Context: an optimization exercise on an open-source flow, tuned for small area. The choices shown serve that exercise and are no tape-out recipe. Function was checked by simulation only, so behaviour that the tests miss may differ from the original. The clock input has no modelled driver; a real chip could not lean on it and would need a root buffer or a full tree. Power figures rest on the tool's default switching activity, not on a simulated workload.

<file path="flow/flow/run.sh">
#!/bin/bash
# Own flow: the standard synthesis, then an area re-mapping of its
# combinational logic (registers untouched, rounds of ABC runs, smallest
# kept), then the standard layout with minimum-size port buffers and a
# small clock tree without dummy loads whose root buffer is then
# removed (flow/clock_tree.tcl).
set -euo pipefail
HERE=$PWD
RES=$HERE/orfs/results/$FLOW_PLATFORM/Top_basys3/base
LIB=$FLOW_HOME/platforms/$FLOW_PLATFORM/lib/sky130_fd_sc_hd__tt_025C_1v80.lib
YOSYS=$(command -v yosys || echo $FLOW_HOME/../tools/install/yosys/bin/yosys)

bash standard.sh $RES/1_2_yosys.v > $HERE/std_synth.log 2>&1
cp $RES/1_2_yosys.v $HERE/std_netlist.v

mkdir -p $HERE/reopt
run_one() {
  local n=$1 script=$2 netin=$3
  echo "$script" > $HERE/reopt/r$n.abc
  sed -e "s|LIBFILE|$LIB|g" -e "s|NETIN|$netin|" -e "s|NETOUT|$HERE/reopt/r$n.v|" \
      -e "s|ABCSCRIPT|$HERE/reopt/r$n.abc|" -e "s|AREAFILE|$HERE/reopt/r$n.area|" \
      flow/reopt.ys > $HERE/reopt/r$n.ys
  timeout 600 $YOSYS -s $HERE/reopt/r$n.ys > $HERE/reopt/r$n.log 2>&1 || true
}
area_of() { grep -oP "Chip area for module .*: \K[0-9.]+" $1 2>/dev/null || true; }
# Rounds of 8 ABC runs (deepsyn with seeds 1-8, or new seeds after a round
# without a gain); each round starts
# from the smallest netlist so far. Stop after 3 rounds without a gain,
# or after 8 rounds.
best=$HERE/std_netlist.v; bestA=1e18; stale=0
for round in 1 2 3 4 5 6 7 8; do
  start=$best; prevA=$bestA
  for S in 1 2 3 4 5 6 7 8; do
    run_one ${round}_$S "strash; &get -n; &deepsyn -T 20 -S $(( stale * 8 + S )); &put; dch -f; amap" $start &
    if (( S % 4 == 0 )); then wait; fi
  done
  wait
  for S in 1 2 3 4 5 6 7 8; do
    A=$(area_of $HERE/reopt/r${round}_$S.area)
    [[ -z "$A" ]] && continue
    if python3 -c "import sys; sys.exit(0 if $A < $bestA else 1)"; then bestA=$A; best=$HERE/reopt/r${round}_$S.v; fi
  done
  echo "round $round best: $best $bestA" | tee -a $HERE/reopt/choice.txt
  if [[ "$bestA" == "$prevA" ]]; then stale=$((stale+1)); else stale=0; fi
  (( stale < 3 )) || break
done
[[ "$best" != "$HERE/std_netlist.v" ]] || exit 1
cp $best $RES/1_2_yosys.v
touch $RES/1_2_yosys.v $RES/1_2_yosys.sdc
bash standard.sh "BUFFER_PORTS_ARGS=-buffer_cell sky130_fd_sc_hd__buf_1" \
  "CTS_ARGS=-buf_list sky130_fd_sc_hd__clkbuf_4 -sink_clustering_enable -sink_clustering_size 20 -sink_clustering_max_diameter 300 -dont_use_dummy_load -repair_clock_nets" \
  "POST_CTS_TCL=$HERE/flow/clock_tree.tcl" \
  finish > $HERE/std_layout.log 2>&1
</file>
<file path="flow/flow/clock_tree.tcl">
set block [ord::get_db_block]
set root [$block findInst clkbuf_0_clk]
set innet [[$root findITerm A] getNet]
set rootnet [[$root findITerm X] getNet]
set leaves {}
foreach it [$rootnet getITerms] {
  if {[$it getInst] eq $root} { continue }
  lappend leaves $it
}
if {[llength $leaves] <= 4} {
  foreach it $leaves {
    $it disconnect
    $it connect $innet
  }
  [$root findITerm A] disconnect
  [$root findITerm X] disconnect
  odb::dbInst_destroy $root
  odb::dbNet_destroy $rootnet
  if {[info exists ::env(CLK_LEAF_CELL)]} {
    foreach it $leaves { replace_cell [[$it getInst] getName] $::env(CLK_LEAF_CELL) }
  }
}
detailed_placement
estimate_parasitics -placement
report_clock_skew
</file>
<file path="flow/flow/reopt.ys">
# Re-map the combinational logic of the standard synthesis for area.
# The flip-flops are kept as black boxes, so every register keeps its
# instance name and cell type.
read_liberty -ignore_miss_func LIBFILE
blackbox sky130_fd_sc_hd__dfxtp_1
read_verilog NETIN
hierarchy -top Top_basys3
flatten
opt -full
abc -liberty LIBFILE -dont_use sky130_fd_sc_hd__probe* -dont_use sky130_fd_sc_hd__lpflow* -script ABCSCRIPT
opt_clean -purge
hilomap -singleton -hicell sky130_fd_sc_hd__conb_1 HI -locell sky130_fd_sc_hd__conb_1 LO
splitnets
opt_clean -purge
hierarchy -top Top_basys3
tee -o AREAFILE stat -liberty LIBFILE
write_verilog -noattr -nohex -nodec NETOUT
</file>
<file path="flow/standard.sh">
#!/bin/bash
# synth_recipe.tcl (not shown) runs the flow's synth.tcl, then flattens the netlist and writes it again
# the make line also repeats each setting of config.mk as NAME=value (left out here)
make -C /OpenROAD-flow-scripts/flow DESIGN_CONFIG=/design/flow/config.mk WORK_HOME=/design/flow/orfs CLKGATE_MAP_FILE= SYNTH_SCRIPT=/design/flow/synth_recipe.tcl "${@:-finish}"
</file>
<file path="flow/config.mk">
export PLATFORM = sky130hd
export DESIGN_NAME = Top_basys3
export DESIGN_NICKNAME = Top_basys3
export VERILOG_FILES = /design/flow/design.v
export SDC_FILE = /design/flow/constraint.sdc
export NUM_CORES = 4
export LEC_CHECK = 0
export CAP_MARGIN = 0
export CORE_MARGIN = 2
export CORE_UTILIZATION = 40
export CTS_BUF_LIST = sky130_fd_sc_hd__clkbuf_4
export PLACE_DENSITY = 0.6
export SLEW_MARGIN = 0
</file>
<file path="flow/constraint.sdc">
create_clock -name core_clock -period 6.0 [get_ports {clk}]
set_input_delay 1.2000 -clock core_clock [delete_from_list [all_inputs] [get_ports {clk}]]
set_output_delay 1.2000 -clock core_clock [all_outputs]
set_load 0.01 [all_outputs]
</file>
<file path="flow/design.v">
`timescale 1ns / 1ps
module Top_basys3(
  input  logic        clk,
  input  logic        btnC,
  input  logic        btnU,
  input  logic [2:0]  sw,
  output logic [3:0]  an,
  output logic [6:0]  seg,
  output logic        dp
);
  logic       rst;
  assign rst = btnC;
  logic [6:0] p;
  logic [2:0] r;
  logic [3:0] q;
  logic       r4, q14, p_hi, tick, mtick;
  assign r4    = r[2];                     
  assign q14   = q[3] & q[2] & q[1];       
  assign p_hi  = &p[5:1];                  
  assign tick  = p_hi & p[0] & ~p[6];      
  assign mtick = (&p[4:0]) & r4 & q14;     
  logic unsat;
  assign unsat = &q;
  always_ff @(posedge clk) begin
    if (rst) begin
      p <= '0;
      r <= '0;
      q <= 4'hF;
    end else begin
      p <= p + 7'd1;
      r <= r4 ? 3'd0 : r + 3'd1;
      if (unsat) begin
        if (p_hi) q <= 4'd12;
      end else if (r4) q <= q14 ? 4'd0 : q + 4'd1;
    end
  end
  logic [3:0] mu, hx;
  logic [2:0] md;
  logic       h10;
  logic       mu9, md5, hx9, h2x;
  assign mu9 = mu[3] & mu[0];
  assign md5 = md[2] & md[0];
  assign h2x = hx[3] & hx[2];              
  assign hx9 = hx[3] & ~hx[2] & hx[0];     
  always_ff @(posedge clk) begin
    if (rst) begin
      mu <= '0; md <= '0; hx <= '0; h10 <= 1'b0;
    end else if (mtick) begin
      if (mu9) begin
        mu <= '0;
        if (md5) begin
          md <= '0;
          if (hx9) begin
            hx  <= h10 ? 4'd12 : 4'd0;
            h10 <= ~h10;
          end else begin
            hx <= hx + 4'd1;
          end
        end else begin
          md <= md + 3'd1;
        end
      end else begin
        mu <= mu + 4'd1;
      end
    end
  end
  logic [3:0] hu;
  logic [1:0] hd;
  assign hu = {hx[3] & ~hx[2], hx[2] & ~hx[3], hx[1], hx[0]};
  assign hd = {h2x, h10};
  logic [1:0] m1;
  logic       V1;
  logic [1:0] D1;
  assign V1 = m1[1] & ~m1[0];
  assign D1 = {V1, m1[1] & m1[0]};
  logic [1:0] m2, tal;
  logic       go, C;
  assign C  = sw[2];
  assign go = ~sw[0] & V1 & C;
  always_comb begin
    case (m2)
      2'd0: tal = go ? 2'd1 : 2'd0;
      2'd1: tal = go ? 2'd2 : 2'd1;
      2'd2: tal = C  ? 2'd2 : 2'd3;
      2'd3: tal = C  ? 2'd3 : 2'd0;
    endcase
  end
  always_ff @(posedge clk) begin
    if (rst) begin
      m1 <= 2'd0;
      m2 <= 2'd0;
    end else if (tick) begin
      case (m1)
        2'b00: if (sw[0]) m1 <= 2'b01;
        2'b01: if (sw[1]) m1 <= 2'b11;
        2'b11: if (sw[1]) m1 <= 2'b10;
        default: ;
      endcase
      m2 <= tal;
    end
  end
  logic sync0, sync1, stable, dly, pulse, show_clock;
  always_ff @(posedge clk) begin
    sync0 <= btnU;
    sync1 <= sync0;
    dly   <= stable;
    if (rst) begin
      stable     <= 1'b0;
      pulse      <= 1'b0;
      show_clock <= 1'b0;
    end else begin
      stable     <= ~unsat & sync1;
      pulse      <= stable & ~dly;
      show_clock <= show_clock ^ pulse;
    end
  end
  logic [1:0] f;
  assign f = p[1:0] - r[1:0];
  logic [3:0] v;
  always_comb begin
    case (f)
      2'd0: v = show_clock ? mu           : {2'b00, D1};
      2'd1: v = show_clock ? {1'b0, md}   : 4'hF;
      2'd2: v = show_clock ? hu           : 4'hF;
      2'd3: v = show_clock ? {2'b00, hd}  : {2'b00, tal};
    endcase
  end
  always_comb begin
    case (f)
      2'd0: an = 4'b1110;
      2'd1: an = 4'b1101;
      2'd2: an = 4'b1011;
      2'd3: an = 4'b0111;
    endcase
  end
  always_comb begin
    case (v)
      4'd0: seg = 7'b1000000;
      4'd1: seg = 7'b1111001;
      4'd2: seg = 7'b0100100;
      4'd3: seg = 7'b0110000;
      4'd4: seg = 7'b0011001;
      4'd5: seg = 7'b0010010;
      4'd6: seg = 7'b0000010;
      4'd7: seg = 7'b1111000;
      4'd8: seg = 7'b0000000;
      4'd9: seg = 7'b0010000;
      default: seg = 7'b1111111;
    endcase
  end
  assign dp = 1'b1;
endmodule
</file>
==> results of run 1 <==
==> registers in the layout, indices dropped and copies added, names as in the netlist, 2 cells and up <==
signal and cells:
p 7, hx 4, mu 4, q 4, md 3, r 3, m1 2, m2 2
==> routing by layer <==
| metal | routed length (um) | up-vias |
|---|---|---|
| li1 | - | 739 |
| met1 | 1570 | 598 |
| met2 | 1330 | 19 |
| met3 | 111 | 2 |
| met4 | 13 | 0 |
| met5 | 0 | - |
==> power groups by stage <==
stage / Sequential (W) / Clock, W / Combinational [W]
after global placement: 0.000269 / 0 / 0.0000944
after detailed placement: 0.000269 / 0 / 0.0000952
after global routing: 0.000267 / 0.000105 / 0.000110
after floorplan: 0.000267 / 0 / 0.0000679
final: 0.000264 / 0.0000902 / 0.0000951
==> worst max-delay path, delay by kind of cell <==
kind                   cells  cell delay, ps
AOI/OAI and AO/OA          8            1590
and+or+nand+nor            5             690
buffers and inverters      4             550
==> worst max path at each step <==
stage                     start     end  slack (ps)  depth (start not counted)
after floorplan           sw[0]  seg[1]        1050                         15
after global placement    sw[0]  seg[1]         970                         17
after detailed placement  sw[0]  seg[1]         830                         17
after global routing      sw[0]  seg[1]         500                         17
final                     sw[0]  seg[1]         780                         17
==> through the flow <==
| stage | worst slack (ps) | power [W] | util [%] |
|---|---|---|---|
| 6_report | 784 | 0.000449 | 45.6 |
| 5_1_grt | 500 | 0.000482 | 45.6 |
| 3_5_place_dp | 832 | 0.000364 | 44.8 |
| 3_3_place_gp | 967 | 0.000364 | 44.8 |
| 2_1_floorplan | 1050 | 0.000335 | - |
==> layout make-up <==
cell class,count,area (um^2)
fillers,379,1980
repair buffers,17,67.6
flip-flops and latches,36,721
clock buffers,4,30.0
multi-input cells,134,674
well taps,48,60.1
inverters,28,105
==> cell usage in the layout (no fill, tap or decap), drive strengths merged, types with 2 or more instances in the layout <==
master,n
nor4,3
o211ai,2
clkinv,28
o21ai,16
a2111oi,2
nor2,39
nand2,15
nand3,5
dfxtp,36
nor3,10
buf,17
a31oi,2
o22ai,8
a21oi,14
clkbuf,4
a211oi,6
==> run notes, run 1 <==
The largest vdd supply drop came out at 0.172 mV. The tree built by TritonCTS fans out to 36 sinks. In this run the power spent charging and discharging nets is 0.000131 W. The worst hold path cell count came out at 0. The number of violations reported at the end of detailed-routing iteration 0 came out at 72. Counting stages on the worst path, the most repeated cell is nor2_1.

The final route contains 1358 vias. The average instance in the mapped netlist occupies 7.58 um^2. The internal power contribution is 0.000318 W. Combinational cells account for 21.2% of the total power. Port buffering added 16 buffers.

The fraction of layout instances using a drive strength above 1 came out at 2.28%. The first-pass GRT wire length came out at 5170 um. The startpoint identified for the worst hold timing path is sync0. Among all stages on the critical path, the largest delay is contributed by a2111oi_0. The worst hold-check path type is reg -> reg.

The net count after synthesis is 204. The fraction of power spent switching nets came out at 29.3%. After global routing, the most crowded layer is met2. The power density over the cells is 271 nW/um^2. The worst path required time came out at 4800 ps.

The overall die area came out at 4260 um^2. The fmax is 192 MHz. The clock latency on the worst-skew pair is 160 ps. The post-layout instance area is 1660 um^2. The area growth from synthesis to final layout is 10.5%. In this run the static leakage power is 0.550 nW. The number of nets in the finished design came out at 227. The number of hold violations in the final report came out at 0. The worst register-to-register path ends at hx[3].

Once detailed placement completed, the half-perimeter wirelength came to 2260 um. For this configuration, the core starts out at a cell density of 41.3%. In this run the register-to-register setup slack is 2710 ps.

The number of antenna violations at the first check in global routing was 0. The relative slew slack came out at 41.0%. Across every metal layer, demand over resource in global routing totals 15.6%.

The capture endpoint of the worst hold path is sync1. The critical path startpoint category is an input port. The cell area reported after detailed placement came out at 1630 um^2. The first detailed-routing pass ran for 4 iterations. The maximum net fanout on the critical path came out at 4. The diode insertion count for antenna repair is 0. The area of the core came out at 3630 um^2. The reg-to-reg critical path startpoint is p[0]. For this run, the number of Yosys warnings is 1. The routed length per placed instance came out at 11.3 um. The worst register-to-register path has a depth of 16. For this run, global-route usage on met3 was measured as 4.62%. The flow ran to the end and the layout has no timing, DRC or antenna violations. The floorplan has 22 rows. The remaining antenna violation count after routing came out at 0. At the pin with the least slew margin, the transition time is 862 ps.

Setup repair after global routing left no endpoint under its margin. The critical path is of the in -> out type. The global-route met2 utilization came out at 25.6%. The number of standard cells in the final layout excluding fillers is 267. The total placed cells including tap cells came out at 263. The wire length reported by the detailed router is 3020 um. The biggest cell delay along the critical path came out at 700 ps. The worst setup path is captured at a primary output.

The number of pins exceeding their max-slew limit in the final report came out at 0. Walking the worst path, the cells encountered are buf_1, o41ai_1, o21ai_0, nor2_1, o22ai_1, nor2_1, a211oi_1, a2111oi_0, clkinv_1, nand2_1, a21oi_1, o211ai_1, clkinv_1, nor2_1, or2_0, o21ai_0, buf_1. The global-route congestion overflow total came out at 0. The final setup TNS is 0 ps. The number of instances in the synthesized netlist is 198. The post-route DRC violation count is 0. The width of the die came out at 65.2 um. The clock transition time at the flip-flop clock pins of the worst setup and hold paths is 100 ps.

Global routing consumed, on the met1 layer, 19.8% of the routing resources. Setup violations remaining at the end of the flow were counted as 0. In the routed layout, each cell is associated on average with a via count of 5.09. The tool flagged a number of max-cap violations equal to 0. The number of global-route vias before repair came out at 1226. The sequential fraction of design power is 58.8%.

Data on the critical path arrives at its endpoint at 4020 ps. Routability-driven placement finished with a final weighted congestion of 0.798. The post-route minimum period is 5220 ps. The number of top-level design ports is 18. The part of the cycle the worst path needs is 86.9%. The die span in y is 65.2 um. Clock skew on the completed layout was measured at 22.2 ps. The tightest hold path in the finished design has a slack of 337 ps. The pin count of the biggest net entering global routing came out at 21. The share of total power dissipated in the clock network is 20.1%. The post-synthesis instance area came out at 1500 um^2.
==> inputs of run 2 (changes only) <==
--- a/flow/config.mk
+++ b/flow/config.mk
@@ -6,8 +6,9 @@
 export NUM_CORES = 4
 export LEC_CHECK = 0
-export CAP_MARGIN = 0
+export CAP_MARGIN = 20
 export CORE_MARGIN = 2
 export CORE_UTILIZATION = 40
 export CTS_BUF_LIST = sky130_fd_sc_hd__clkbuf_4
+export GPL_TIMING_DRIVEN = 0
 export PLACE_DENSITY = 0.6
-export SLEW_MARGIN = 0
+export SLEW_MARGIN = 20
==> run notes, run 2 <==
The flow ran to the end and the layout has no timing, DRC or antenna violations. The most frequent standard cell in the layout excluding fill and tap cells is nor2_1. The top cell types in the final layout, fill and taps aside, are nor2_1, dfxtp_1, clkinv_1. The die span in y came out at 65.2 um (unchanged). The cell type with the highest occurrence count on the critical path is nor2_1. The maximum net fanout on the critical path came out at 4 (unchanged). The overall die area came out at 4260 um^2 (unchanged). The number of flip-flops in the largest register came out at 7 (unchanged). The cell area reported after detailed placement came out at 1620 um^2 (-0.46%). The number of top-level design ports came out at 18 (unchanged). The global-route congestion overflow total is 0 (unchanged). The biggest cell delay along the critical path is 610 ps (-90 ps).

The overall power after layout is 0.000448 W (-0.17%). The worst hold path begins at sync0. The number of nets in the finished design came out at 226 (-0.44%). The leakage power of the design came out at 0.545 nW (-0.87%).

The clock latency on the worst-skew pair came out at 170 ps (about the same). The total placed cells including tap cells is 262 (-0.38%). The area of the core is 3630 um^2 (unchanged). The placer congestion estimate is 0.814 (+1.9%).

The arrival time of data at the critical path endpoint is 3900 ps (-120 ps). The width of the die came out at 65.2 um (unchanged). The worst hold path cell count came out at 0 (unchanged). The remaining antenna violation count after routing is 0 (unchanged). The critical path startpoint category is an input port. The reg-to-reg critical path startpoint is p[0].

The global routing usage summed across all routing layers was 15.9% (+0.26 points). The post-route minimum period is 5100 ps (-116 ps). The pin count of the biggest net entering global routing came out at 21 (unchanged). For this design, the slowest cell found on the critical path is a2111oi_0.

The number of antenna violations at the first check in global routing is 0 (unchanged). The cell row count is 22 (unchanged). The number of buffer cells added on primary ports came out at 16 (unchanged). The area of combinational cells with multiple inputs was 674 um^2 (unchanged). The number of warnings issued by yosys was 1 (unchanged). The post-route DRC violation count came out at 0 (unchanged).

The first-pass GRT wire length came out at 5160 um (-0.14%). The register bank with the most flops is p. The number of global-route vias before repair came out at 1176 (-4.1%). The power density over the cells was 272 nW/um^2 (+0.29%). Setup repair after global routing left no endpoint under its margin. The final setup TNS came out at 0 ps (unchanged). The diode insertion count for antenna repair came out at 0 (unchanged).

The number of max-cap violations was 0 (unchanged). The net count after synthesis came to 204 (unchanged). The iteration count of the initial detailed-routing pass came out at 6 (+2).

The clock transition time at the flip-flop clock pins of the worst setup and hold paths came out at 110 ps (about the same). The worst path required time came to 4800 ps (about the same). The number of fillers in the final layout came out at 402 (+6.1%). The area growth from synthesis to final layout came out at 10.0%. The relative slew slack came out at 35.6% (-5.5 points). The dominant delay contributor by cell family on the critical path is compound AO/OA/AOI/OAI gates. Walking the worst path, the cells encountered are buf_1, o41ai_1, o21ai_0, nor2_1, o22ai_1, nor2_1, a211oi_1, a2111oi_0, clkinv_1, nand2_1, a21oi_1, o211ai_1, clkinv_1, nor2_1, or2_0, o21ai_0, buf_1. The post-layout instance area is 1650 um^2 (-0.45%).

The synthesized area per cell came to 7.58 um^2 (unchanged). The fraction of layout instances using a drive strength above 1 came to 1.83% (-0.45 points). The endpoint type of the worst setup path is a primary output. The largest vdd supply drop was 0.183 mV (+6.1%). The post-detailed-route via-to-cell ratio came out at 4.97 (-2.4%). The starting density of the core is 41.3% (unchanged). The worst reg-to-reg path cell count is 16 (unchanged). The setup clock skew after layout is 27.0 ps (+4.80 ps).

The total clock sinks came to 36 (unchanged). The internal reg-to-reg setup slack is 2730 ps (+20 ps). By startpoint and endpoint, the worst setup path is classified as in -> out. The number of hold violations in the final report came out at 0 (unchanged). The part of the cycle the worst path needs came out at 85.0% (-1.9 points).

The post-DP HPWL is 2180 um (-3.6%). The post-synthesis instance area came out at 1500 um^2 (unchanged). The number of standard cells in the final layout excluding fillers is 266 (-0.37%). The number of violations reported at the end of detailed-routing iteration 0 came out at 86 (+19%). The number of pins exceeding their max-slew limit in the final report is 0 (unchanged). The fmax is 196 MHz (+2.3%). The vias after detailed routing is 1321 (-2.7%).

The buffers plus inverters on the worst setup path came out at 4 (unchanged). The slew at the pin with the worst max-slew slack came out at 967 ps (+104 ps). The wire length reported by the detailed router is 2940 um (-2.7%). In this run the critical register-to-register path is captured at hx[3]. The routed length per placed instance came out at 11.1 um (-2.4%). The path with the worst hold slack has its endpoint at sync1. The area of all sequential standard cells is 721 um^2 (unchanged). The worst hold path belongs to the class reg -> reg. The number of setup violations in the final report is 0 (unchanged). The number of instances in the synthesized netlist is 198 (unchanged).
## run 2: worst max path at each step
stage / depth (start not counted) / to / startpoint
after floorplan: 15 / seg[1] / sw[0]
after global routing: 17 / seg[1] / sw[0]
after global placement: 17 / seg[1] / sw[0]
after detailed placement: 17 / seg[1] / sw[0]
final: 17 / seg[1] / sw[0]
## run 2: cell type report
cell class,instances,area share (%)
flip-flops and latches,36,43.7
well taps,48,3.64
multi-input cells,134,40.9
repair buffers,16,3.64
clock buffers,4,1.82
inverters,28,6.37
## run 2: routing by layer
layer | vias up | routed length [um] | global-route usage, %
li1 | 737 | - | -
met1 | 563 | 1550 | 20.8
met2 | 19 | 1270 | 24.5
met3 | 2 | 94 | 4.62
met4 | 0 | 23 | 6.51
met5 | - | 0 | 0
## run 2: power by group
group | leakage [nW] | switching, W | internal, W
clock network | 0.0184 | 0.0000595 | 0.0000319
registers | 0.293 | 0.0000111 | 0.000253
logic | 0.234 | 0.0000605 | 0.0000321
## run 2: per-stage QoR
stage | util [%] | hold slack [ps] | worst slack (ps)
after floorplan | - | 310 | 1050
after global placement | 44.6 | 310 | 884
after detailed placement | 44.6 | 314 | 906
after global routing | 45.4 | 347 | 409
final | 45.4 | 340 | 900

==> afterwards: timing with drivers on the ports <==
The flow's constraints put no driver on any port. The routed layouts listed below were extracted and timed again, unchanged, in two steps. Step 1, drivers: a clkbuf_16 drives clk and a buf_2 each remaining input, both assumed. Step 2 moves the port delays by t, midway between the first and last clock arrival at a register: inputs arrive t later, outputs are due t later. That takes back most of the time a late clock gives input paths. Slacks: no drivers / after step 1 / after step 2; pairs: no drivers / after step 1.
run	t, ns	setup slack, ns	worst register clock-pin slew, ns
run 1	0.196	0.784 / 0.765 / 0.765	0.10 / 0.10
run 2	0.196	0.900 / 0.881 / 0.881	0.11 / 0.11
After both steps setup and hold are still met in every run listed.
